What follows belongs to an exercise in optimizing a design on an open flow for small area; a production flow would make more cautious choices.
Only simulation tests tie the RTL to the original design; equivalence was not proved.
No activity file was given, so power comes from the tool's default toggle rates.

==> design/flow/design.v <==
`timescale 1 ns / 1 ps
module DflopX4(
    input wire CLK,
    input wire [7:0] a,
    output reg [7:0] x
    );
    always @(posedge CLK) begin
        x <= a;
    end
endmodule
`timescale 1 ns / 1 ps
module matrix(
    input  wire [15:0] accn,
    input  wire [7:0]  a,
    input  wire [7:0]  b,
    output wire [15:0] sum
);
    wire ppn0_0 = ~(a[0] & b[0]);
    wire ppn0_1 = ~(a[0] & b[1]);
    wire ppn0_2 = ~(a[0] & b[2]);
    wire ppn0_3 = ~(a[0] & b[3]);
    wire ppn0_4 = ~(a[0] & b[4]);
    wire ppn0_5 = ~(a[0] & b[5]);
    wire ppn0_6 = ~(a[0] & b[6]);
    wire ppn0_7 = ~(a[0] & b[7]);
    wire ppn1_0 = ~(a[1] & b[0]);
    wire ppn1_1 = ~(a[1] & b[1]);
    wire ppn1_2 = ~(a[1] & b[2]);
    wire ppn1_3 = ~(a[1] & b[3]);
    wire ppn1_4 = ~(a[1] & b[4]);
    wire ppn1_5 = ~(a[1] & b[5]);
    wire ppn1_6 = ~(a[1] & b[6]);
    wire ppn1_7 = ~(a[1] & b[7]);
    wire ppn2_0 = ~(a[2] & b[0]);
    wire ppn2_1 = ~(a[2] & b[1]);
    wire ppn2_2 = ~(a[2] & b[2]);
    wire ppn2_3 = ~(a[2] & b[3]);
    wire ppn2_4 = ~(a[2] & b[4]);
    wire ppn2_5 = ~(a[2] & b[5]);
    wire ppn2_6 = ~(a[2] & b[6]);
    wire ppn2_7 = ~(a[2] & b[7]);
    wire ppn3_0 = ~(a[3] & b[0]);
    wire ppn3_1 = ~(a[3] & b[1]);
    wire ppn3_2 = ~(a[3] & b[2]);
    wire ppn3_3 = ~(a[3] & b[3]);
    wire ppn3_4 = ~(a[3] & b[4]);
    wire ppn3_5 = ~(a[3] & b[5]);
    wire ppn3_6 = ~(a[3] & b[6]);
    wire ppn3_7 = ~(a[3] & b[7]);
    wire ppn4_0 = ~(a[4] & b[0]);
    wire ppn4_1 = ~(a[4] & b[1]);
    wire ppn4_2 = ~(a[4] & b[2]);
    wire ppn4_3 = ~(a[4] & b[3]);
    wire ppn4_4 = ~(a[4] & b[4]);
    wire ppn4_5 = ~(a[4] & b[5]);
    wire ppn4_6 = ~(a[4] & b[6]);
    wire ppn4_7 = ~(a[4] & b[7]);
    wire ppn5_0 = ~(a[5] & b[0]);
    wire ppn5_1 = ~(a[5] & b[1]);
    wire ppn5_2 = ~(a[5] & b[2]);
    wire ppn5_3 = ~(a[5] & b[3]);
    wire ppn5_4 = ~(a[5] & b[4]);
    wire ppn5_5 = ~(a[5] & b[5]);
    wire ppn5_6 = ~(a[5] & b[6]);
    wire ppn5_7 = ~(a[5] & b[7]);
    wire ppn6_0 = ~(a[6] & b[0]);
    wire ppn6_1 = ~(a[6] & b[1]);
    wire ppn6_2 = ~(a[6] & b[2]);
    wire ppn6_3 = ~(a[6] & b[3]);
    wire ppn6_4 = ~(a[6] & b[4]);
    wire ppn6_5 = ~(a[6] & b[5]);
    wire ppn6_6 = ~(a[6] & b[6]);
    wire ppn6_7 = ~(a[6] & b[7]);
    wire ppn7_0 = ~(a[7] & b[0]);
    wire ppn7_1 = ~(a[7] & b[1]);
    wire ppn7_2 = ~(a[7] & b[2]);
    wire ppn7_3 = ~(a[7] & b[3]);
    wire ppn7_4 = ~(a[7] & b[4]);
    wire ppn7_5 = ~(a[7] & b[5]);
    wire ppn7_6 = ~(a[7] & b[6]);
    wire ppn7_7 = ~(a[7] & b[7]);
    wire w1, w2, w3, w4, w5, w6, w7, w8, w9, w10, w11, w12, w13, w14, w15, w16, w17, w18, w19, w20, w21, w22, w23, w24, w25, w26, w27, w28, w29, w30, w31, w32, w33, w34, w35, w36, w37, w38, w39, w40, w41, w42, w43, w44, w45, w46, w47, w48, w49, w50, w51, w52, w53, w54, w55, w56, w57, w58, w59, w60, w61, w62, w63, w64, w65, w66, w67, w68, w69, w70, w71, w72, w73, w74, w75, w76, w77, w78, w79, w80, w81, w82, w83, w84, w85, w86, w87, w88, w89, w90, w91, w92, w93, w94, w95, w96, w97, w98, w99, w100, w101, w102, w103, w104, w105, w106, w107, w108, w109, w110, w111, w112, w113, w114, w115, w116, w117, w118, w119, w120, w121, w122, w123, w124, w125, w126, w127, w128, w129, w130, w131, w132, w133, w134, w135, w136, w137, w138, w139, w140, w141, w142;
    haddn h1(accn[0], ppn0_0, w1, w2);
    assign sum[0] = w1;
    fadd f1(ppn0_1, ppn1_0, accn[1], w3, w4);
    haddn h2(w2, w3, w5, w6);
    assign sum[1] = w5;
    fadd f2(ppn0_2, ppn1_1, ppn2_0, w7, w8);
    fadd f3(accn[2], w7, w4, w9, w10);
    haddn h3(w6, w9, w11, w12);
    assign sum[2] = w11;
    fadd f4(ppn0_3, ppn1_2, ppn2_1, w13, w14);
    fadd f5(ppn3_0, accn[3], w8, w15, w16);
    fadd f6(w13, w15, w10, w17, w18);
    haddn h4(w12, w17, w19, w20);
    assign sum[3] = w19;
    fadd f7(ppn0_4, ppn1_3, ppn2_2, w21, w22);
    fadd f8(ppn3_1, ppn4_0, accn[4], w23, w24);
    fadd f9(w14, w21, w23, w25, w26);
    fadd f10(w16, w25, w18, w27, w28);
    haddn h5(w20, w27, w29, w30);
    assign sum[4] = w29;
    fadd f11(ppn0_5, ppn1_4, ppn2_3, w31, w32);
    fadd f12(ppn3_2, ppn4_1, ppn5_0, w33, w34);
    fadd f13(accn[5], w22, w31, w35, w36);
    fadd f14(w33, w24, w35, w37, w38);
    fadd f15(w26, w37, w28, w39, w40);
    haddn h6(w30, w39, w41, w42);
    assign sum[5] = w41;
    fadd f16(ppn0_6, ppn1_5, ppn2_4, w43, w44);
    fadd f17(ppn3_3, ppn4_2, ppn5_1, w45, w46);
    fadd f18(ppn6_0, accn[6], w32, w47, w48);
    fadd f19(w34, w43, w45, w49, w50);
    fadd f20(w36, w47, w49, w51, w52);
    fadd f21(w38, w51, w40, w53, w54);
    haddn h7(w42, w53, w55, w56);
    assign sum[6] = w55;
    fadd f22(ppn0_7, ppn1_6, ppn2_5, w57, w58);
    fadd f23(ppn3_4, ppn4_3, ppn5_2, w59, w60);
    fadd f24(ppn6_1, ppn7_0, accn[7], w61, w62);
    fadd f25(w44, w46, w57, w63, w64);
    fadd f26(w59, w61, w48, w65, w66);
    fadd f27(w50, w63, w65, w67, w68);
    fadd f28(w52, w67, w54, w69, w70);
    haddn h8(w56, w69, w71, w72);
    assign sum[7] = w71;
    fadd f29(ppn1_7, ppn2_6, ppn3_5, w73, w74);
    fadd f30(ppn4_4, ppn5_3, ppn6_2, w75, w76);
    fadd f31(ppn7_1, accn[8], w58, w77, w78);
    fadd f32(w60, w73, w75, w79, w80);
    fadd f33(w62, w64, w77, w81, w82);
    fadd f34(w79, w66, w81, w83, w84);
    fadd f35(w68, w83, w70, w85, w86);
    haddn h9(w72, w85, w87, w88);
    assign sum[8] = w87;
    fadd f36(ppn2_7, ppn3_6, ppn4_5, w89, w90);
    fadd f37(ppn5_4, ppn6_3, ppn7_2, w91, w92);
    fadd f38(accn[9], w74, w76, w93, w94);
    fadd f39(w89, w91, w78, w95, w96);
    fadd f40(w80, w93, w82, w97, w98);
    fadd f41(w95, w84, w97, w99, w100);
    fadd f42(w99, w86, w88, w101, w102);
    assign sum[9] = ~w101;
    fadd f43(ppn3_7, ppn4_6, ppn5_5, w103, w104);
    fadd f44(ppn6_4, ppn7_3, accn[10], w105, w106);
    fadd f45(w90, w92, w103, w107, w108);
    fadd f46(w105, w94, w107, w109, w110);
    fadd f47(w96, w109, w98, w111, w112);
    fadd f48(w100, w111, w102, w113, w114);
    assign sum[10] = ~w113;
    fadd f49(ppn4_7, ppn5_6, ppn6_5, w115, w116);
    fadd f50(ppn7_4, accn[11], w104, w117, w118);
    fadd f51(w115, w106, w108, w119, w120);
    fadd f52(w117, w110, w119, w121, w122);
    fadd f53(w121, w112, w114, w123, w124);
    assign sum[11] = ~w123;
    fadd f54(ppn5_7, ppn6_6, ppn7_5, w125, w126);
    fadd f55(accn[12], w116, w125, w127, w128);
    fadd f56(w118, w127, w120, w129, w130);
    fadd f57(w122, w129, w124, w131, w132);
    assign sum[12] = ~w131;
    fadd f58(ppn6_7, ppn7_6, accn[13], w133, w134);
    fadd f59(w126, w133, w128, w135, w136);
    fadd f60(w135, w130, w132, w137, w138);
    assign sum[13] = ~w137;
    fadd f61(ppn7_7, accn[14], w134, w139, w140);
    fadd f62(w139, w136, w138, w141, w142);
    assign sum[14] = ~w141;
    assign sum[15] = ~(accn[15] ^ w140 ^ w142);
endmodule
module fadd(input wire x, input wire y, input wire z, output wire s, output wire c);
    assign {c, s} = x + y + z;
endmodule
module haddn(input wire xn, input wire yn, output wire s, output wire cn);
    xor2 x(xn, yn, s);
    or2 o(xn, yn, cn);
endmodule
module xor2(input wire x, input wire y, output wire z);
    assign z = x ^ y;
endmodule
module or2(input wire x, input wire y, output wire z);
    assign z = x | y;
endmodule
`timescale 1 ns / 1 ps
module data_loader(
    input wire CLK,
    input wire [7:0] data,
    input wire [1:0] ctrl_logic,
    output reg [255:0] res_mat
);
    wire [7:0] data_out;
    DflopX4 data_flop(CLK, data, data_out);
    reg n4, n3;
    wire n2 = ~n4 & ~n3;
    reg [1:0] row, col;
    reg       phb;
    reg       done;
    wire cmd_data  = (ctrl_logic == 2'd0);
    wire cmd_head  = (ctrl_logic == 2'd1);
    wire cmd_clear = (ctrl_logic == 2'd2);
    wire [1:0] nm1 = n4 ? 2'd3 : (n3 ? 2'd2 : 2'd1);
    wire col_last = (col == nm1);
    wire row_last = (row == nm1);
    always @(posedge CLK) begin
        if (cmd_head) begin
            n4 <= data_out[2];
            n3 <= data_out[1] & data_out[0];
        end
    end
    always @(posedge CLK) begin
        done <= cmd_data & phb & col_last & row_last;
        if (cmd_clear) begin
            row <= 2'd0;
            col <= 2'd0;
            phb <= 1'b0;
        end else if (cmd_data) begin
            if (col_last) begin
                col <= 2'd0;
                if (row_last) begin
                    row <= 2'd0;
                    phb <= 1'b1;
                end else begin
                    row <= row + 2'd1;
                end
            end else begin
                col <= col + 2'd1;
            end
        end
    end
    reg  [7:0] a   [0:15];
    wire [7:0] a_d [0:15];
    wire sh_a = cmd_data & (~phb | col_last);
    hold2 #(8) ha0(sh_a, ~sh_a, data_out, a[0], a_d[0]);
    genvar g;
    generate
        for (g = 1; g < 16; g = g + 1) begin : ga
            hold2 #(8) h(sh_a, ~sh_a, a[g - 1], a[g], a_d[g]);
        end
    endgenerate
    integer p;
    always @(posedge CLK)
        for (p = 0; p < 16; p = p + 1)
            a[p] <= a_d[p];
    reg  [15:0] ps   [0:15];
    wire [15:0] ps_d [0:15];
    wire first = (row == 2'd0);
    wire [7:0] a0, a1, a2, a3;
    sel2 #(8) sa0(n4, ~n4, a[15], a[8], a0);
    sel2 #(8) sa1(n4, ~n4, a[11], a[5], a1);
    sel3 #(8) sa2(n4, n3, n2, a[7], a[2], a[1], a2);
    assign a3 = a[3];
    wire [15:0] t0n, t1n, t2n, t3n;
    sel2n #(16) st0(n4 & ~first, ~n4 & ~first, ps[15], ps[8], t0n);
    sel2n #(16) st1(n4 & ~first, ~n4 & ~first, ps[11], ps[5], t1n);
    sel3n #(16) st2(n4 & ~first, n3 & ~first, n2 & ~first, ps[7], ps[2], ps[1], t2n);
    sel1n #(16) st3(~first, ps[3], t3n);
    wire [15:0] s0, s1, s2, s3;
    matrix mac0(t0n, a0, data_out, s0);
    matrix mac1(t1n, a1, data_out, s1);
    matrix mac2(t2n, a2, data_out, s2);
    matrix mac3(t3n, a3, data_out, s3);
    wire sh_p = cmd_data & phb;
    wire hd_p = ~sh_p;
    hold3 #(16) hp0(sh_p & n4, sh_p & ~n4, hd_p, s3, s2, ps[0], ps_d[0]);
    hold2 #(16) hp1(sh_p, hd_p, ps[0], ps[1], ps_d[1]);
    hold3 #(16) hp2(sh_p & n2, sh_p & ~n2, hd_p, s3, ps[1], ps[2], ps_d[2]);
    hold3 #(16) hp3(sh_p & n3, sh_p & ~n3, hd_p, s1, ps[2], ps[3], ps_d[3]);
    hold3 #(16) hp4(sh_p & n4, sh_p & ~n4, hd_p, s2, ps[3], ps[4], ps_d[4]);
    hold2 #(16) hp5(sh_p, hd_p, ps[4], ps[5], ps_d[5]);
    hold3 #(16) hp6(sh_p & n3, sh_p & ~n3, hd_p, s0, ps[5], ps[6], ps_d[6]);
    hold2 #(16) hp7(sh_p, hd_p, ps[6], ps[7], ps_d[7]);
    hold3 #(16) hp8(sh_p & n4, sh_p & ~n4, hd_p, s1, ps[7], ps[8], ps_d[8]);
    hold2 #(16) hp9(sh_p, hd_p, ps[8], ps[9], ps_d[9]);
    hold2 #(16) hp10(sh_p, hd_p, ps[9], ps[10], ps_d[10]);
    hold2 #(16) hp11(sh_p, hd_p, ps[10], ps[11], ps_d[11]);
    hold2 #(16) hp12(sh_p, hd_p, s0, ps[12], ps_d[12]);
    hold2 #(16) hp13(sh_p, hd_p, ps[12], ps[13], ps_d[13]);
    hold2 #(16) hp14(sh_p, hd_p, ps[13], ps[14], ps_d[14]);
    hold2 #(16) hp15(sh_p, hd_p, ps[14], ps[15], ps_d[15]);
    always @(posedge CLK)
        for (p = 0; p < 16; p = p + 1)
            ps[p] <= ps_d[p];
    wire ld0 = done;
    wire ld1 = done & ~n2;
    wire ld2 = done & n4;
    wire [255:0] res_d;
    generate
        for (g = 0; g < 16; g = g + 1) begin : gr
            if (g < 4)
                hold2 #(16) h(ld0, ~ld0, ps[g], res_mat[16 * g +: 16], res_d[16 * g +: 16]);
            else if (g < 9)
                hold2 #(16) h(ld1, ~ld1, ps[g], res_mat[16 * g +: 16], res_d[16 * g +: 16]);
            else
                hold2 #(16) h(ld2, ~ld2, ps[g], res_mat[16 * g +: 16], res_d[16 * g +: 16]);
        end
    endgenerate
    always @(posedge CLK)
        res_mat <= res_d;
endmodule
module hold2 #(parameter W = 1) (
    input  wire         en,
    input  wire         enb,
    input  wire [W-1:0] x,
    input  wire [W-1:0] q,
    output wire [W-1:0] d
);
    genvar i;
    generate
        for (i = 0; i < W; i = i + 1) begin : b
            hold2b h(en, enb, x[i], q[i], d[i]);
        end
    endgenerate
endmodule
module hold2b(input wire en, input wire enb, input wire x, input wire q, output wire d);
    assign d = (en & x) | (enb & q);
endmodule
module hold3 #(parameter W = 1) (
    input  wire         e1,
    input  wire         e2,
    input  wire         eh,
    input  wire [W-1:0] x1,
    input  wire [W-1:0] x2,
    input  wire [W-1:0] q,
    output wire [W-1:0] d
);
    genvar i;
    generate
        for (i = 0; i < W; i = i + 1) begin : b
            hold3b h(e1, e2, eh, x1[i], x2[i], q[i], d[i]);
        end
    endgenerate
endmodule
module hold3b(input wire e1, input wire e2, input wire eh, input wire x1, input wire x2, input wire q,
              output wire d);
    assign d = (e1 & x1) | (e2 & x2) | (eh & q);
endmodule
module sel2 #(parameter W = 1) (
    input  wire         e1,
    input  wire         e2,
    input  wire [W-1:0] x1,
    input  wire [W-1:0] x2,
    output wire [W-1:0] y
);
    hold2 #(W) h(e1, e2, x1, x2, y);
endmodule
module sel3 #(parameter W = 1) (
    input  wire         e1,
    input  wire         e2,
    input  wire         e3,
    input  wire [W-1:0] x1,
    input  wire [W-1:0] x2,
    input  wire [W-1:0] x3,
    output wire [W-1:0] y
);
    hold3 #(W) h(e1, e2, e3, x1, x2, x3, y);
endmodule
module sel1n #(parameter W = 1) (
    input  wire         e1,
    input  wire [W-1:0] x1,
    output wire [W-1:0] y
);
    assign y = ~({W{e1}} & x1);
endmodule
module sel2n #(parameter W = 1) (
    input  wire         e1,
    input  wire         e2,
    input  wire [W-1:0] x1,
    input  wire [W-1:0] x2,
    output wire [W-1:0] y
);
    genvar i;
    generate
        for (i = 0; i < W; i = i + 1) begin : b
            sel2nb s(e1, e2, x1[i], x2[i], y[i]);
        end
    endgenerate
endmodule
module sel2nb(input wire e1, input wire e2, input wire x1, input wire x2, output wire y);
    assign y = ~((e1 & x1) | (e2 & x2));
endmodule
module sel3n #(parameter W = 1) (
    input  wire         e1,
    input  wire         e2,
    input  wire         e3,
    input  wire [W-1:0] x1,
    input  wire [W-1:0] x2,
    input  wire [W-1:0] x3,
    output wire [W-1:0] y
);
    genvar i;
    generate
        for (i = 0; i < W; i = i + 1) begin : b
            sel3nb s(e1, e2, e3, x1[i], x2[i], x3[i], y[i]);
        end
    endgenerate
endmodule
module sel3nb(input wire e1, input wire e2, input wire e3, input wire x1, input wire x2, input wire x3,
              output wire y);
    assign y = ~((e1 & x1) | (e2 & x2) | (e3 & x3));
endmodule
==> design/flow/flow/run.sh <==
#!/bin/bash
# The standard layout, with three changes to how it is made:
#  - before floorplanning, combinational cells go to drive strength 1
#    (flow/downsize.tcl); the resizer upsizes where needed;
#  - ports are buffered with buf_1 rather than the resizer's default buffer;
#  - clock tree synthesis inserts no dummy loads and builds from clkbuf_4,
#    with clusters of at most 8 sinks within 60 um.
set -euo pipefail
bash standard.sh \
  "PRE_FLOORPLAN_TCL=$PWD/flow/downsize.tcl" \
  "BUFFER_PORTS_ARGS=-buffer_cell sky130_fd_sc_hd__buf_1" \
  "CTS_ARGS=-sink_clustering_enable -repair_clock_nets -dont_use_dummy_load -buf_list sky130_fd_sc_hd__clkbuf_4 -sink_clustering_size 8 -sink_clustering_max_diameter 60" \
  finish > make.log 2>&1
==> design/flow/flow/downsize.tcl <==
# Before floorplanning: give every combinational cell that synthesis mapped
# at a drive strength above 1 its drive-strength-1 version. Flip-flops and
# buffers are left alone; the resizer upsizes again wherever slew, capacitance
# or timing need it.
set db [ord::get_db]
set n 0
foreach inst [[ord::get_db_block] getInsts] {
  set name [[$inst getMaster] getName]
  if {![regexp {^(sky130_fd_sc_hd__([a-z0-9]+))_([0-9]+)$} $name -> base fn size]} { continue }
  if {$size <= 1} { continue }
  if {[string match "df*" $fn] || [string match "edf*" $fn] || [string match "*buf*" $fn] || [string match "*dly*" $fn]} { continue }
  set new [$db findMaster ${base}_1]
  if {$new == "NULL"} { continue }
  if {[$inst swapMaster $new]} { incr n }
}
puts "downsize.tcl: $n cells set to drive strength 1"
==> design/flow/standard.sh <==
#!/bin/bash
# synth_recipe.tcl (not shown) runs the flow's synth.tcl, then flattens the netlist and writes it again
# the make line also repeats each setting of config.mk as NAME=value (left out here)
make -C /OpenROAD-flow-scripts/flow DESIGN_CONFIG=/design/flow/config.mk WORK_HOME=/design/flow/orfs CLKGATE_MAP_FILE= SYNTH_SCRIPT=/design/flow/synth_recipe.tcl "${@:-finish}"
==> design/flow/config.mk <==
export PLATFORM = sky130hd
export DESIGN_NAME = data_loader
export DESIGN_NICKNAME = data_loader
export VERILOG_FILES = /design/flow/design.v
export SDC_FILE = /design/flow/constraint.sdc
export NUM_CORES = 4
export LEC_CHECK = 0
export CAP_MARGIN = 20
export CORE_MARGIN = 2
export CORE_UTILIZATION = 75
export SLEW_MARGIN = 20
export SYNTH_HIERARCHICAL = 1
==> design/flow/constraint.sdc <==
create_clock -name core_clock -period 10.0 [get_ports {CLK}]
set_input_delay 2.0000 -clock core_clock [delete_from_list [all_inputs] [get_ports {CLK}]]
set_output_delay 2.0000 -clock core_clock [all_outputs]
set_load 0.01 [all_outputs]
==> run notes, run 1 <==
Starting Density=0.758; Pleak=around 11 nW; critical path class=flop to flop; post-CTS setup buffers=0; most frequent cells in the layout=651 x dfxtp_1, 560 x a22o_1, 275 x nand2_1, 266 x buf_1, 248 x fa_1; final wirelength=between 70000 and 80000 microns; Fill cells=approximately 2200; final setup fails=0; clock sink count=roughly 660; PD cells=between 150 and 200 nW/um^2; Final GP Congestion=0.924; post-synthesis cell type count=between 40 and 50; YS chip area=27700 sq um; routed via count=between 20000 and 25000; CTS max path bufs=3; setup TNS=0 ns; syn_nets=2509; GRT Overall Usage=0.402; post-DR vias/cell=approximately 7.0; crit path capture type=flop; most common cell after layout, fill and taps aside=dfxtp_1; total power=0.00580 W; Reg power frac=0.506; PostCTS Resize Cnt=0; Seq/Total Area, Yosys=0.474; RSZ-0062 raised after global routing=no; DR iter-0 viols=just over 3000; critical path startpoint category=flop; Hold Buf Count CTS=0; io pins=approximately 270; Clk pwr share=0.215; Core Rows=70; crit path max fanout=19; VDD IR max=around 140 uV; Int Pwr=0.00383 W; DP Wirelength=54000 microns; Slew Viols, Final=0; Gate power share=0.279; post-route ant nets=0; core area=36300 sq um; final worst-path cycle share=0.932; vias in the first global route=20700; fraction of layout cells with a size suffix above 1=0.0583; Sw Ratio=0.339; #FFs+latches synth=around 660; die outline area=38300 sq um; Net Sw Power=between 0.0015 and 0.002 W; Die Wd=196 microns; pin count of the biggest net entering global routing=approximately 170; Least-Margin Pin Slew=1.20 ns; crit path DAT=10.00 ns; hold slack=0.439 ns; fin nets=roughly 2800; HP Class=flop to flop; Overflow after GRT=0; Final min period=9.32 ns; Die Span Y=between 150 and 200 microns; Clock transition at path regs=0.10 ns; Hold Vio Cnt, Final=0; Clock Skew=0.0992 ns; status=complete, no violations; Max Cap Violations=0; cts bufs inserted=93; placed inst area=roughly 29000 sq um; H-tree Lvls=3; Slew HR=0.201; Clk Latency, worst-skew pair=0.84 ns; Routed WL per cell=25.7 microns; worst endpoint required time=10.68 ns; I/O Buffers=266; initial antenna violation count=2; flop-to-flop setup slack=0.68 ns; Warnings, synthesis=12; fin area=29600 sq um; global-route wire length before repair=118000 microns; Syn Inst Count=2249; clock root buffer=clkbuf_4; drt drc=0; Max Clock Freq=107 MHz; drt first pass iters=13; CTS tree=yes
==> routing by layer <==
layer	vias up	track usage	share of wire
met4	0	0.208	0.050
met3	281	0.0907	0.11
met5	-	0	0
met2	1476	0.619	0.46
li1	8912	-	-
met1	10500	0.540	0.38
==> per-module statistics from Yosys, one instance, submodules excluded, excerpt <==
module | times used | flops+latches | cells inside | cell area, sq um
or2 | 36 | 0 | 1 | 6.26
DflopX4 | 1 | 8 | 8 | 160
fadd | 248 | 0 | 1 | 20.0
sel3nb | 16 | 0 | 1 | 10.0
sel2nb | 32 | 0 | 1 | 12.5
hold3b | 104 | 0 | 2 | 13.8
==> flip-flops by register name, summed over array words and instances, names as in the netlist <==
name         cells
row              2
phb              1
res_mat        256
a              128
data_flop.x      8
ps             256
n4               1
n3               1
done             1
col              2
==> power groups by stage <==
stage / Clock [W] / Combinational (W) / Sequential [W]
final: 0.00125 / 0.00162 / 0.00293
after CTS: 0.00126 / 0.00157 / 0.00292
after detailed placement: 0 / 0.00157 / 0.00298
after global routing: 0.00136 / 0.00175 / 0.00295
after global placement: 0 / 0.00149 / 0.00297
after floorplan: 0 / 0.00132 / 0.00290
==> worst max-delay path: stages, from the launching register on <==
cell	delay, ns
edfxtp_1	0.40
buf_4	0.24
nor2_1	0.63
a222oi_1	0.21
inv_1	0.24
nand2_1	0.12
fa_1	0.51
fa_1	0.50
fa_1	0.46
fa_1	0.43
fa_1	0.42
fa_1	0.43
fa_1	0.43
fa_1	0.51
or2_1	0.27
fa_1	0.47
fa_1	0.51
fa_1	0.44
fa_1	0.45
fa_1	0.43
fa_1	0.40
xnor3_1	0.21
a222oi_1	0.38
inv_1	0.07
==> kinds of logic (layout without fill, tap and decap cells) <==
kind of cell | count (synthesis) | after routing | synth area share
AOI/OAI and AO/OA | 721 | 721 | 0.237
xor gates and xnor gates | 40 | 40 | 0.0146
adders and majority gates | 249 | 249 | 0.179
buffers and inverters | 240 | 528 | 0.0413
DFF | 656 | 656 | 0.474
muxes | 2 | 2 | 0.000902
other | 0 | 3 | 0
and+or+nand+nor | 341 | 341 | 0.0527
==> layout make-up <==
class	count	area (sq um)	share of cell area
inverter	136	515	0.0174
multi-input combinational	1353	13300	0.451
timing repair buffer	299	1250	0.0423
antenna	3	7.51	0.000254
tap	468	586	0.0198
sequential	656	13200	0.445
clock buffer	93	698	0.0236
==> cell usage after synthesis <==
library cell,instances,share of area
a22oi_2,32,0.014
nor4bb_2,1,0.00059
o31ai_4,1,0.00077
buf_4,37,0.010
o31a_1,1,0.00032
o21ai_0,4,0.00072
nand2_2,3,0.00068
and2_1,2,0.00045
fa_1,248,0.18
nand2b_1,1,0.00023
nor4bb_1,1,0.00036
mux2_4,1,0.00054
a311o_1,1,0.00036
xnor3_1,4,0.0032
nand3_1,1,0.00018
nand3b_1,1,0.00027
nor4b_2,2,0.0011
edfxtp_1,2,0.0022
nand2_1,274,0.037
clkbuf_2,36,0.0065
a222oi_1,120,0.043
a21boi_0,1,0.00027
nor2b_1,2,0.00045
nor3_1,2,0.00036
and3_1,2,0.00045
ha_1,1,0.00045
buf_12,1,0.00072
nor3b_1,2,0.00054
and4bb_2,1,0.00045
a22o_1,560,0.18
or2_1,36,0.0081
inv_2,1,0.00014
or3_1,1,0.00023
buf_6,1,0.00041
mux2i_1,1,0.00036
nor2_1,9,0.0012
xor2_1,36,0.011
o31ai_1,1,0.00027
inv_1,135,0.018
buf_2,29,0.0052
dfxtp_1,654,0.47
==> worst paths after layout <==
path	from	endpoint	cells past startpoint
setup / recovery	n4$_DFFE_PN_	ps[4][15]$_DFF_P_	23
hold / removal	a[12][3]$_DFF_P_	a[13][3]$_DFF_P_	1
setup reg to reg	n4$_DFFE_PN_	ps[4][15]$_DFF_P_	23
hold reg to reg	a[12][3]$_DFF_P_	a[13][3]$_DFF_P_	1
==> through the flow <==
stage	setup slack (ns)	util	cells
floorplan	0.203	-	2249
CTS	0.747	0.813	3005
global placement	1.10	0.793	2912
global route	0.374	0.813	3008
finish	0.680	0.813	3008
detailed placement	0.813	0.793	2912
==> run 2, diff against run 1 <==
--- a/design/flow/config.mk
+++ b/design/flow/config.mk
@@ -7,6 +7,6 @@
 export LEC_CHECK = 0
 export CAP_MARGIN = 20
 export CORE_MARGIN = 2
-export CORE_UTILIZATION = 75
+export CORE_UTILIZATION = 40
 export SLEW_MARGIN = 20
 export SYNTH_HIERARCHICAL = 1
==> run notes, run 2 <==
status=complete, no violations; clock root buffer=clkbuf_4; final worst-path cycle share=0.913 (-0.0187); Clock Skew=0.105 ns (+0.00561 ns); Overflow after GRT=0 (unchanged); Final min period=9.13 ns (-0.187 ns); Starting Density=0.403 (-0.355); final setup fails=0 (unchanged); ranking of synthesized cells by area=dfxtp_1 47%, fa_1 18%, a22o_1 18%; post-CTS setup buffers=0 (unchanged); Net Sw Power=0.00202 W (+3.2%); cell with the most instances after synthesis=dfxtp_1; Non-Filler Instances=3432 (+14%); Sw Ratio=0.346 (+0.00717); post-route ant nets=0 (unchanged); biggest regs=ps x256, res_mat x256, a x128; critical path startpoint category=flop; crit-path cells=buf_4 > inv_1 > a22o_1 > nand2_1 > fa_1 > fa_1 > fa_1 > fa_1 > fa_1 > fa_1 > fa_1 > fa_1 > or2_1 > fa_1 > fa_1 > fa_1 > fa_1 > fa_1 > fa_1 > xnor3_1 > a222oi_1 > inv_1; crit path capture type=flop; io pins=267 (unchanged); Max Clock Freq=109 MHz (+2.1%); Warnings, synthesis=12 (unchanged); die outline area=71000 sq um (+85%); core area=68300 sq um (+88%); drt drc=0 (unchanged); Core Rows=96 (+37%); post-synthesis cell type count=41 (unchanged); cell mode on critical path=fa_1; most frequent cells in the layout=649 x dfxtp_1, 560 x a22o_1, 275 x nand2_1, 266 x buf_1, 248 x fa_1; Int Pwr=0.00383 W (about the same); initial antenna violation count=3 (+1); final wirelength=85100 microns (+10%); post-DR vias/cell=5.87 (-17%); H-tree Lvls=3 (unchanged); Gate power share=0.272 (-0.007); placed cells=3331 (+14%); most common cell after layout, fill and taps aside=dfxtp_1; Slew HR=0.203 (+0.00208); GRT Overall Usage=0.237 (-0.165); CP max stage delay=0.60 ns (-0.03 ns); Slew Viols, Final=0 (unchanged); vias in the first global route=20300 (-2.3%); routed via count=20200 (-4.7%); worst endpoint required time=10.76 ns (+0.08 ns); Die Span Y=266 microns (+36%); cts bufs inserted=96 (+3.2%); HP Class=flop to flop; CP max-delay cell=inv_1; fraction of layout cells with a size suffix above 1=0.0613 (+0.00296); Hold Vio Cnt, Final=0 (unchanged); #FFs+latches synth=656 (unchanged); area leader, netlist=dfxtp_1; drt first pass iters=9 (-4); I/O Buffers=266 (unchanged); Pleak=10.8 nW (+0.40%); global-route wire length before repair=127000 microns (+7.8%); share of the synthesized area in the top cell type=0.472 (unchanged); Final GP Congestion=0.892 (-3.4%); total power=0.00586 W (+1.0%); fin util=0.441 (-0.372); Hold Buf Count CTS=0 (unchanged); RSZ-0062 raised after global routing=no; DR iter-0 viols=2346 (-23%); syn_nets=2509 (unchanged); Clock transition at path regs=0.10 ns (about the same); fin nets=2807 (+0.29%); DP Wirelength=60100 microns (+11%); pin count of the biggest net entering global routing=113 (-34%); Routed WL per cell=24.8 microns (-3.4%); Reg power frac=0.504 (-0.002); Least-Margin Pin Slew=1.19 ns (-0.00277 ns); Die Wd=266 microns (+36%); crit path max fanout=18 (-1); number of synthesized flops with an enable pin=2 (unchanged); ys async rst share=0 (unchanged); clock sink count=656 (unchanged); PD cells=194 nW/um^2 (-0.93%); VDD IR max=83.4 uV (-39%); CTS max path bufs=3 (unchanged); setup TNS=0 ns (unchanged); Clk pwr share=0.225 (+0.010); CTS tree=yes; ys flop type=dfxtp_1; PostCTS Resize Cnt=0 (unchanged); commonest cells in the netlist=654 x dfxtp_1, 560 x a22o_1, 274 x nand2_1, 248 x fa_1, 135 x inv_1; YS chip area=27700 sq um (unchanged); critical path class=flop to flop; Syn Inst Count=2249 (unchanged); Max Cap Violations=0 (unchanged); Clk Latency, worst-skew pair=0.90 ns (+0.06 ns); Seq/Total Area, Yosys=0.474 (unchanged); crit path DAT=9.89 ns (-0.11 ns)
[run 2: cell types whose count changed in the layout (fill, tap and decap cells not counted)]
| cell | change |
|---|---|
| nor3_4 | +1 |
| o31ai_2 | -1 |
| diode_2 | +2 |
| and3_1 | +1 |
| buf_4 | +5 |
| and3_2 | -1 |
| o31ai_1 | +1 |
| inv_2 | +1 |
| clkinv_2 | -1 |
| nor3_2 | -1 |
| dfxtp_1 | -2 |
| dfxtp_2 | +2 |
| clkbuf_4 | +3 |
[run 2: critical path: cells and delay by family (launching register included)]
kind	cells	cell delay (ns)
AOI/OAI and AO/OA	2	0.71
xor gates and xnor gates	1	0.22
adders and majority gates	14	6.35
buffers and inverters	3	0.91
DFF	1	0.42
and+or+nand+nor	2	0.39
[run 2: cell type report]
| type | instances | area, sq um |
|---|---|---|
| Fill cell | 6372 | 38200 |
| Timing Repair Buffer | 304 | 1290 |
| Tap cell | 882 | 1100 |
| Antenna cell | 5 | 12.5 |
| Multi-Input combinational cell | 1353 | 13300 |
| Sequential cell | 656 | 13200 |
| Inverter | 136 | 514 |
| Clock buffer | 96 | 721 |
[run 2: routing by layer]
| layer | vias up | part of all wire | routed length [microns] | track usage |
|---|---|---|---|---|
| met5 | - | 0.00014 | 12 | 0 |
| met3 | 154 | 0.075 | 6360 | 0.0446 |
| met2 | 868 | 0.48 | 40600 | 0.386 |
| met1 | 10200 | 0.42 | 35800 | 0.318 |
| met4 | 2 | 0.027 | 2320 | 0.0780 |
| li1 | 8937 | - | - | - |
[run 2: power by group through the flow]
stage | Combinational, W | Sequential [W] | Clock (W)
floorplan | 0.00132 | 0.00290 | 0
global placement | 0.00153 | 0.00300 | 0
detailed placement | 0.00158 | 0.00301 | 0
CTS | 0.00159 | 0.00294 | 0.00136
global route | 0.00175 | 0.00297 | 0.00146
finish | 0.00159 | 0.00295 | 0.00132
[run 2: worst paths after layout]
check | from | end | slack, ns | depth (start not counted)
worst max register to register | n4$_DFFE_PN_ | ps[8][15]$_DFF_P_ | 0.87 | 22
worst min register to register | a[14][6]$_DFF_P_ | a[15][6]$_DFF_P_ | 0.41 | 1
worst min-delay path | a[14][6]$_DFF_P_ | a[15][6]$_DFF_P_ | 0.41 | 1
worst max-delay path | n4$_DFFE_PN_ | ps[8][15]$_DFF_P_ | 0.87 | 22
[run 2: kinds of logic (layout without fill, tap and decap cells)]
group           after synthesis  after routing  synth area share
compound gates              721            721             0.237
xor+xnor                     40             40            0.0146
fa+ha+maj                   249            249             0.179
buf+inv                     240            536            0.0413
flops                       656            656             0.474
mux                           2              2          0.000902
other cells                   0              5                 0
simple gates                341            341            0.0527
[run 2: metrics by stage]
| step | hold slack, ns | setup slack (ns) | cell area [sq um] |
|---|---|---|---|
| global placement | 0.450 | 0.963 | 29400 |
| finish | 0.413 | 0.867 | 30100 |
| CTS | 0.422 | 0.864 | 30100 |
| floorplan | 0.440 | 0.203 | 27600 |
| global route | 0.432 | 0.433 | 30100 |
| detailed placement | 0.453 | 0.855 | 29400 |
[run 2: Yosys stat by module (local to each module, per instance), a selection]
| module | cells inside | copies in the design | area [sq um] |
|---|---|---|---|
| data_loader | 703 | 1 | 13400 |
| matrix | 96 | 4 | 433 |
| DflopX4 | 8 | 1 | 160 |
| fadd | 1 | 248 | 20.0 |
| hold3b | 2 | 104 | 13.8 |
| sel2nb | 1 | 32 | 12.5 |
| sel3nb | 1 | 16 | 10.0 |
| hold2b | 1 | 560 | 8.76 |
| xor2 | 1 | 36 | 8.76 |
| or2 | 1 | 36 | 6.26 |
==> run 3, diff against run 2 <==
--- a/design/flow/config.mk
+++ b/design/flow/config.mk
@@ -7,6 +7,6 @@
 export LEC_CHECK = 0
 export CAP_MARGIN = 20
 export CORE_MARGIN = 2
-export CORE_UTILIZATION = 40
+export CORE_UTILIZATION = 65
 export SLEW_MARGIN = 20
 export SYNTH_HIERARCHICAL = 1
==> run notes, run 3 <==
status=complete, no violations; ys async rst share=0 (unchanged); biggest regs=ps x256, res_mat x256, a x128; most frequent cells in the layout=653 x dfxtp_1, 560 x a22o_1, 275 x nand2_1, 266 x buf_1, 248 x fa_1; Slew Viols, Final=0 (unchanged); Clock transition at path regs=0.10 ns (about the same); Clk pwr share=0.219 (-0.006); critical path startpoint category=flop; Sw Ratio=0.339 (-0.00667); Pleak=10.8 nW (-0.20%); cts bufs inserted=93 (-3.1%); io pins=267 (unchanged); crit path capture type=flop; Clk Latency, worst-skew pair=0.86 ns (-0.04 ns); Reg power frac=0.508 (+0.004); CP max-delay cell=edfxtp_1; CP max stage delay=0.69 ns (+0.09 ns); commonest cells in the netlist=654 x dfxtp_1, 560 x a22o_1, 274 x nand2_1, 248 x fa_1, 135 x inv_1; syn_nets=2509 (unchanged); fin nets=2803 (-0.14%); PostCTS Resize Cnt=0 (unchanged); Routed WL per cell=25.2 microns (+1.5%); VDD IR max=123 uV (+47%); area leader, netlist=dfxtp_1; HP Class=flop to flop; share of the synthesized area in the top cell type=0.472 (unchanged); PD cells=195 nW/um^2 (+0.28%); Seq/Total Area, Yosys=0.474 (unchanged); Max Cap Violations=0 (unchanged); core area=41900 sq um (-39%); ranking of synthesized cells by area=dfxtp_1 47%, fa_1 18%, a22o_1 18%; final setup fails=0 (unchanged); Final min period=9.15 ns (+0.0187 ns); clock root buffer=clkbuf_4; Starting Density=0.658 (+0.255); number of synthesized flops with an enable pin=2 (unchanged); final worst-path cycle share=0.915 (+0.00187); Die Span Y=210 microns (-21%); critical path class=flop to flop; pin count of the biggest net entering global routing=104 (-8.0%); clock sink count=656 (unchanged); initial antenna violation count=2 (-1); placed inst area=29000 sq um (-1.5%); Hold Vio Cnt, Final=0 (unchanged); Syn Inst Count=2249 (unchanged); CTS tree=yes; Gate power share=0.273 (about the same); RSZ-0062 raised after global routing=no; GRT Overall Usage=0.353 (+0.116); vias in the first global route=20100 (-0.79%); Hold Buf Count CTS=0 (unchanged); crit-path cells=nor2_1 > a222oi_1 > inv_1 > nand2_1 > fa_1 > fa_1 > fa_1 > fa_1 > fa_1 > fa_1 > fa_1 > fa_1 > or2_1 > fa_1 > fa_1 > fa_1 > fa_1 > fa_1 > fa_1 > xnor3_1 > a222oi_1 > inv_1; Final GP Congestion=0.911 (+2.1%); Die Wd=210 microns (-21%); crit path DAT=9.89 ns (about the same); cell mode on critical path=fa_1; I/O Buffers=266 (unchanged); cell with the most instances after synthesis=dfxtp_1; worst endpoint required time=10.74 ns (-0.02 ns); DP Wirelength=54200 microns (-9.8%); fin area=29700 sq um (-1.6%); CTS max path bufs=3 (unchanged); fraction of layout cells with a size suffix above 1=0.0579 (-0.00345); drt drc=0 (unchanged); Clock Skew=0.0790 ns (-0.0258 ns); setup TNS=0 ns (unchanged); Slew HR=0.216 (+0.0127); DR iter-0 viols=3043 (+30%); final wirelength=77600 microns (-8.8%); Warnings, synthesis=12 (unchanged); post-synthesis cell type count=41 (unchanged); Least-Margin Pin Slew=1.17 ns (-0.0194 ns); Int Pwr=0.00382 W (-0.31%); Core Rows=75 (-22%); crit path max fanout=20 (+2); post-CTS setup buffers=0 (unchanged); global-route wire length before repair=119000 microns (-6.2%); #FFs+latches synth=656 (unchanged); routed via count=20600 (+2.0%); post-route ant nets=0 (unchanged); ys flop type=dfxtp_1; YS chip area=27700 sq um (unchanged); most common cell after layout, fill and taps aside=dfxtp_1; drt first pass iters=11 (+2); post-DR vias/cell=6.67 (+14%); die outline area=44000 sq um (-38%); H-tree Lvls=3 (unchanged); Net Sw Power=0.00196 W (-3.2%); Max Clock Freq=109 MHz (-0.20%); Overflow after GRT=0 (unchanged)
run 3: cell counts after synthesis:
No cell type changed its count.
run 3: kinds of logic after synthesis:
kind of cell	Yosys count	synth area share
AO/OA/AOI/OAI	721	0.237
XOR/XNOR	40	0.0146
adder cells (fa/ha/maj)	249	0.179
buffers and inverters	240	0.0413
flip-flops	656	0.474
multiplexers	2	0.000902
AND/OR/NAND/NOR	341	0.0527
run 3: path summary, 6_finish.rpt:
kind                                      start                 to  slack, ns  depth (start not counted)
worst max-delay path               n3$_DFFE_PN_  ps[4][15]$_DFF_P_       0.85                         22
worst min-delay path            a[0][1]$_DFF_P_    a[1][1]$_DFF_P_       0.46                          1
worst max register to register     n3$_DFFE_PN_  ps[4][15]$_DFF_P_       0.85                         22
worst min register to register  a[0][1]$_DFF_P_    a[1][1]$_DFF_P_       0.46                          1
run 3: final cells by class:
cell class                      count  area, sq um
Antenna cell                        4         10.0
Clock buffer                       93          698
Fill cell                        3173        12200
Inverter                          136          515
Multi-Input combinational cell   1353        13300
Sequential cell                   656        13200
Tap cell                          539          674
Timing Repair Buffer              303         1280
run 3: power by group through the flow:
| stage | registers [W] | logic [W] | clock network (W) |
|---|---|---|---|
| floorplan | 0.00290 | 0.00132 | 0 |
| global placement | 0.00298 | 0.00150 | 0 |
| detailed placement | 0.00299 | 0.00156 | 0 |
| CTS | 0.00293 | 0.00156 | 0.00128 |
| global route | 0.00295 | 0.00174 | 0.00139 |
| finish | 0.00294 | 0.00158 | 0.00127 |
run 3: per-layer routing:
metal / routed length [microns] / part of all wire / vias up / global-route usage
li1: - / - / 8928 / -
met1: 31300 / 0.40 / 10300 / 0.497
met2: 36600 / 0.47 / 1122 / 0.553
met3: 6940 / 0.089 / 179 / 0.0593
met4: 2790 / 0.036 / 0 / 0.135
met5: 0 / 0 / - / 0
run 3: through the flow:
stage,hold WS (ns),std cells,power (W),util,setup slack [ns]
6_report,0.458,3084,0.00578,0.709,0.848
5_1_grt,0.485,3084,0.00608,0.709,0.345
4_1_cts,0.459,3080,0.00577,0.708,0.851
3_5_place_dp,0.451,2987,0.00455,0.692,0.850
3_3_place_gp,0.450,2987,0.00448,0.692,0.989
2_1_floorplan,0.440,2249,0.00422,-,0.203
run 3: modules after synthesis, one instance, submodules excluded, a selection:
module	times used	cells inside	flip-flops and latches	area [sq um]
hold3b	104	2	0	13.8
hold2b	560	1	0	8.76
sel2nb	32	1	0	12.5
or2	36	1	0	6.26
fadd	248	1	0	20.0
sel3nb	16	1	0	10.0
xor2	36	1	0	8.76
data_loader	1	703	648	13400
matrix	4	96	0	433
DflopX4	1	8	8	160
run 3: worst max-delay path: cells and delay by family, from the launching register on:
| kind | cells | cell delay, ns |
|---|---|---|
| adders and majority gates | 14 | 6.34 |
| DFF | 1 | 0.69 |
| AOI/OAI and AO/OA | 2 | 0.52 |
| and+or+nand+nor | 3 | 0.97 |
| buffers and inverters | 2 | 0.33 |
| xor gates and xnor gates | 1 | 0.20 |
==> run 4, diff against run 3 <==
==> design/flow/flow/run.sh (replaced) <==
#!/bin/bash
# The standard layout, with three changes to how it is made:
#  - before floorplanning, combinational cells go to drive strength 1
#    (flow/downsize.tcl); the resizer upsizes where needed;
#  - ports are buffered with buf_1 rather than the resizer's default buffer;
#  - clock tree synthesis inserts no dummy loads and builds from clkbuf_4,
#    with clusters of at most 8 sinks within 40 um.
set -euo pipefail
bash standard.sh \
  "PRE_FLOORPLAN_TCL=$PWD/flow/downsize.tcl" \
  "BUFFER_PORTS_ARGS=-buffer_cell sky130_fd_sc_hd__buf_1" \
  "CTS_ARGS=-sink_clustering_enable -repair_clock_nets -dont_use_dummy_load -buf_list sky130_fd_sc_hd__clkbuf_4 -sink_clustering_size 8 -sink_clustering_max_diameter 40" \
  finish > make.log 2>&1
--- a/design/flow/config.mk
+++ b/design/flow/config.mk
@@ -7,6 +7,6 @@
 export LEC_CHECK = 0
 export CAP_MARGIN = 20
 export CORE_MARGIN = 2
-export CORE_UTILIZATION = 65
+export CORE_UTILIZATION = 40
 export SLEW_MARGIN = 20
 export SYNTH_HIERARCHICAL = 1
==> run notes, run 4 <==
crit path capture type=flop; DR iter-0 viols=2358 (-23%); fraction of layout cells with a size suffix above 1=0.0646 (+0.00675); VDD IR max=71.9 uV (-41%); GRT Overall Usage=0.237 (-0.116); final worst-path cycle share=0.910 (-0.00551); Fill cells=6378 (+100%); Clock Skew=0.121 ns (+0.0424 ns); post-DR vias/cell=5.87 (-12%); Register Area=13200 sq um (about the same); Routed WL per cell=24.8 microns (-1.7%); H-tree Lvls=3 (unchanged); commonest cells in the netlist=654 x dfxtp_1, 560 x a22o_1, 274 x nand2_1, 248 x fa_1, 135 x inv_1; RSZ-0062 raised after global routing=no; Syn Inst Count=2249 (unchanged); crit path DAT=9.83 ns (-0.06 ns); Least-Margin Pin Slew=1.19 ns (+0.0119 ns); Overflow after GRT=0 (unchanged); Clock transition at path regs=0.08 ns (-0.02 ns); critical path class=flop to flop; DP Wirelength=60100 microns (+11%); Hold Vio Cnt, Final=0 (unchanged); setup TNS=0 ns (unchanged); pin count of the biggest net entering global routing=113 (+8.7%); post-synthesis cell type count=41 (unchanged); core area=68300 sq um (+63%); Slew HR=0.208 (-0.00768); share of the synthesized area in the top cell type=0.472 (unchanged); CP max-delay cell=inv_1; post-CTS setup buffers=0 (unchanged); syn_nets=2509 (unchanged); DP Worst Slack=0.855 ns (+0.00530 ns); most frequent cells in the layout=649 x dfxtp_1, 560 x a22o_1, 275 x nand2_1, 266 x buf_1, 248 x fa_1; PostCTS Resize Cnt=0 (unchanged); most common cell after layout, fill and taps aside=dfxtp_1; cell with the most instances after synthesis=dfxtp_1; Max Cap Violations=0 (unchanged); YS chip area=27700 sq um (unchanged); area of the multi-input gates=13300 sq um (about the same); crit-path cells=buf_4 > inv_1 > a22o_1 > nand2_1 > fa_1 > fa_1 > fa_1 > fa_1 > fa_1 > fa_1 > fa_1 > fa_1 > or2_1 > fa_1 > fa_1 > fa_1 > fa_1 > fa_1 > fa_1 > xnor3_1 > a222oi_1 > inv_1; CTS max path bufs=3 (unchanged); ranking of synthesized cells by area=dfxtp_1 47%, fa_1 18%, a22o_1 18%; Core Rows=96 (+28%); Starting Density=0.403 (-0.255); CP top delay family=adder cells; placed inst area=29400 sq um (+1.6%); reg2reg path depth=22 (unchanged); Clk Latency, worst-skew pair=0.92 ns (+0.06 ns); HP Class=flop to flop; cts bufs inserted=105 (+13%); fin area=30200 sq um (+1.8%); Crit path depth=22 (unchanged); Hold Buf Count CTS=0 (unchanged); CP Buf/Inv Count=3 (+1); Reg power frac=0.500 (-0.008); hold path cells=1 (unchanged); critical path startpoint category=flop; I/O Buffers=266 (unchanged); routed via count=20200 (-1.8%); drt first pass iters=9 (-2); Net Sw Power=0.00202 W (+3.3%); area leader, netlist=dfxtp_1; fin nets=2816 (+0.46%); clock root buffer=clkbuf_4; CTS tree=yes; initial antenna violation count=2 (unchanged); Clk pwr share=0.230 (+0.011); ys async rst share=0 (unchanged); total power=0.00589 W (+2.0%); Gate power share=0.270 (-0.003); vias in the first global route=20300 (+0.92%); Seq/Total Area, Yosys=0.474 (unchanged); clock sink count=656 (unchanged); Max Clock Freq=110 MHz (+0.61%); Slew Viols, Final=0 (unchanged); Die Wd=266 microns (+27%); cell mode on critical path=fa_1; #FFs+latches synth=656 (unchanged); final worst slack=0.903 ns (+0.0551 ns); final setup fails=0 (unchanged); Sw Ratio=0.343 (+0.00429); ys flop type=dfxtp_1; biggest regs=ps x256, res_mat x256, a x128; Final min period=9.10 ns (-0.0551 ns); CP max stage delay=0.58 ns (-0.11 ns); drt drc=0 (unchanged); number of synthesized flops with an enable pin=2 (unchanged); io pins=267 (unchanged); final wirelength=85100 microns (+9.6%); Pleak=10.8 nW (+0.59%); Final GP Congestion=0.892 (-2.1%); Die Span Y=266 microns (+27%); die outline area=71000 sq um (+61%); global-route wire length before repair=127000 microns (+6.7%); crit path max fanout=18 (-10%); Int Pwr=0.00387 W (+1.3%); Warnings, synthesis=12 (unchanged); worst endpoint required time=10.74 ns (about the same); post-route ant nets=0 (unchanged); PD cells=195 nW/um^2 (+0.17%); status=complete, no violations
## run 4: cell counts after synthesis
No cell type changed its count.
## run 4: through the flow
stage	instances	hold slack (ns)	utilization
final	3438	0.422	0.442
after global routing	3437	0.449	0.442
after CTS	3436	0.422	0.442
after detailed placement	3331	0.453	0.430
after global placement	3331	0.450	0.430
after floorplan	2249	0.440	-
## run 4: final cells by class
class | instances | area share
multi-input cells | 1353 | 0.442
inverters | 136 | 0.0170
clock buffers | 105 | 0.0261
diodes | 2 | 0.000166
repair buffers | 304 | 0.0426
well taps | 882 | 0.0365
flip-flops and latches | 656 | 0.436
## run 4: cell families (layout without fill, tap and decap cells)
family                   Yosys count  after routing  share of synthesized area
multiplexers                       2              2                   0.000902
AO/OA/AOI/OAI                    721            721                      0.237
buffers and inverters            240            545                     0.0413
other                              0              2                          0
flip-flops                       656            656                      0.474
AND/OR/NAND/NOR                  341            341                     0.0527
adder cells (fa/ha/maj)          249            249                      0.179
XOR/XNOR                          40             40                     0.0146
## run 4: power groups by stage
stage               logic [W]  registers (W)  clock network [W]
finish                0.00159        0.00295            0.00136
floorplan             0.00132        0.00290                  0
detailed placement    0.00158        0.00301                  0
global route          0.00175        0.00297            0.00151
global placement      0.00153        0.00300                  0
CTS                   0.00159        0.00294            0.00140
## run 4: layer usage
layer  up-vias  part of all wire  GRT usage  routed length [microns]
met4         2             0.027     0.0829                     2300
met1     10200              0.42      0.317                    36100
met3       168             0.072     0.0424                     6120
met5         -           0.00014          0                       12
li1       8961                 -          -                        -
met2       847              0.48      0.386                    40600
## run 4: modules after synthesis, one instance, submodules excluded, a selection
module | cells inside | flops+latches | cell area, sq um
hold3b | 2 | 0 | 13.8
or2 | 1 | 0 | 6.26
fadd | 1 | 0 | 20.0
sel2nb | 1 | 0 | 12.5
hold2b | 1 | 0 | 8.76
sel3nb | 1 | 0 | 10.0
## run 4: final timing paths
path	startpoint	endpoint	slack (ns)
max	n4$_DFFE_PN_	ps[8][15]$_DFF_P_	0.90
min	a[12][7]$_DFF_P_	a[13][7]$_DFF_P_	0.42
max reg2reg	n4$_DFFE_PN_	ps[8][15]$_DFF_P_	0.90
min reg2reg	a[12][7]$_DFF_P_	a[13][7]$_DFF_P_	0.42
## run 4: worst register-to-register path, stage by stage (launching register included)
cell and delay, ns:
edfxtp_1 0.40, buf_4 0.24, inv_1 0.60, a22o_1 0.41
nand2_1 0.13, fa_1 0.57, fa_1 0.46, fa_1 0.42
fa_1 0.42, fa_1 0.42, fa_1 0.42, fa_1 0.44
fa_1 0.50, or2_1 0.27, fa_1 0.50, fa_1 0.46
fa_1 0.44, fa_1 0.43, fa_1 0.45, fa_1 0.42
xnor3_1 0.22, a222oi_1 0.32, inv_1 0.07

==> afterwards: timing with drivers on the ports <==
In the flow no input, the clock included, has a driving cell. The finished layouts below were timed again as built, in two steps.
Step 1, drivers: a clkbuf_16 drives CLK and a buf_2 each remaining input, both assumed.
Step 2, shift: input delay + t, output delay - t, t = (earliest + latest rising clock arrival at the registers) / 2. This alone moves slack from input paths to output paths.
Three values: ideal ports, drivers, drivers and shift; two values: the first two.
run | shift t [ns] | slack for setup (ns) | clock arrival spread, ns | cell pins on the clock port's net
run 1 | 0.839 | 0.680 / 0.680 / 0.680 | 0.103 / 0.103 | 1
run 2 | 0.898 | 0.867 / 0.867 / 0.867 | 0.127 / 0.128 | 1
run 3 | 0.881 | 0.848 / 0.848 / 0.848 | 0.100 / 0.101 | 1
run 4 | 0.923 | 0.903 / 0.903 / 0.903 | 0.123 / 0.124 | 1
After both steps every run listed still meets setup and hold.
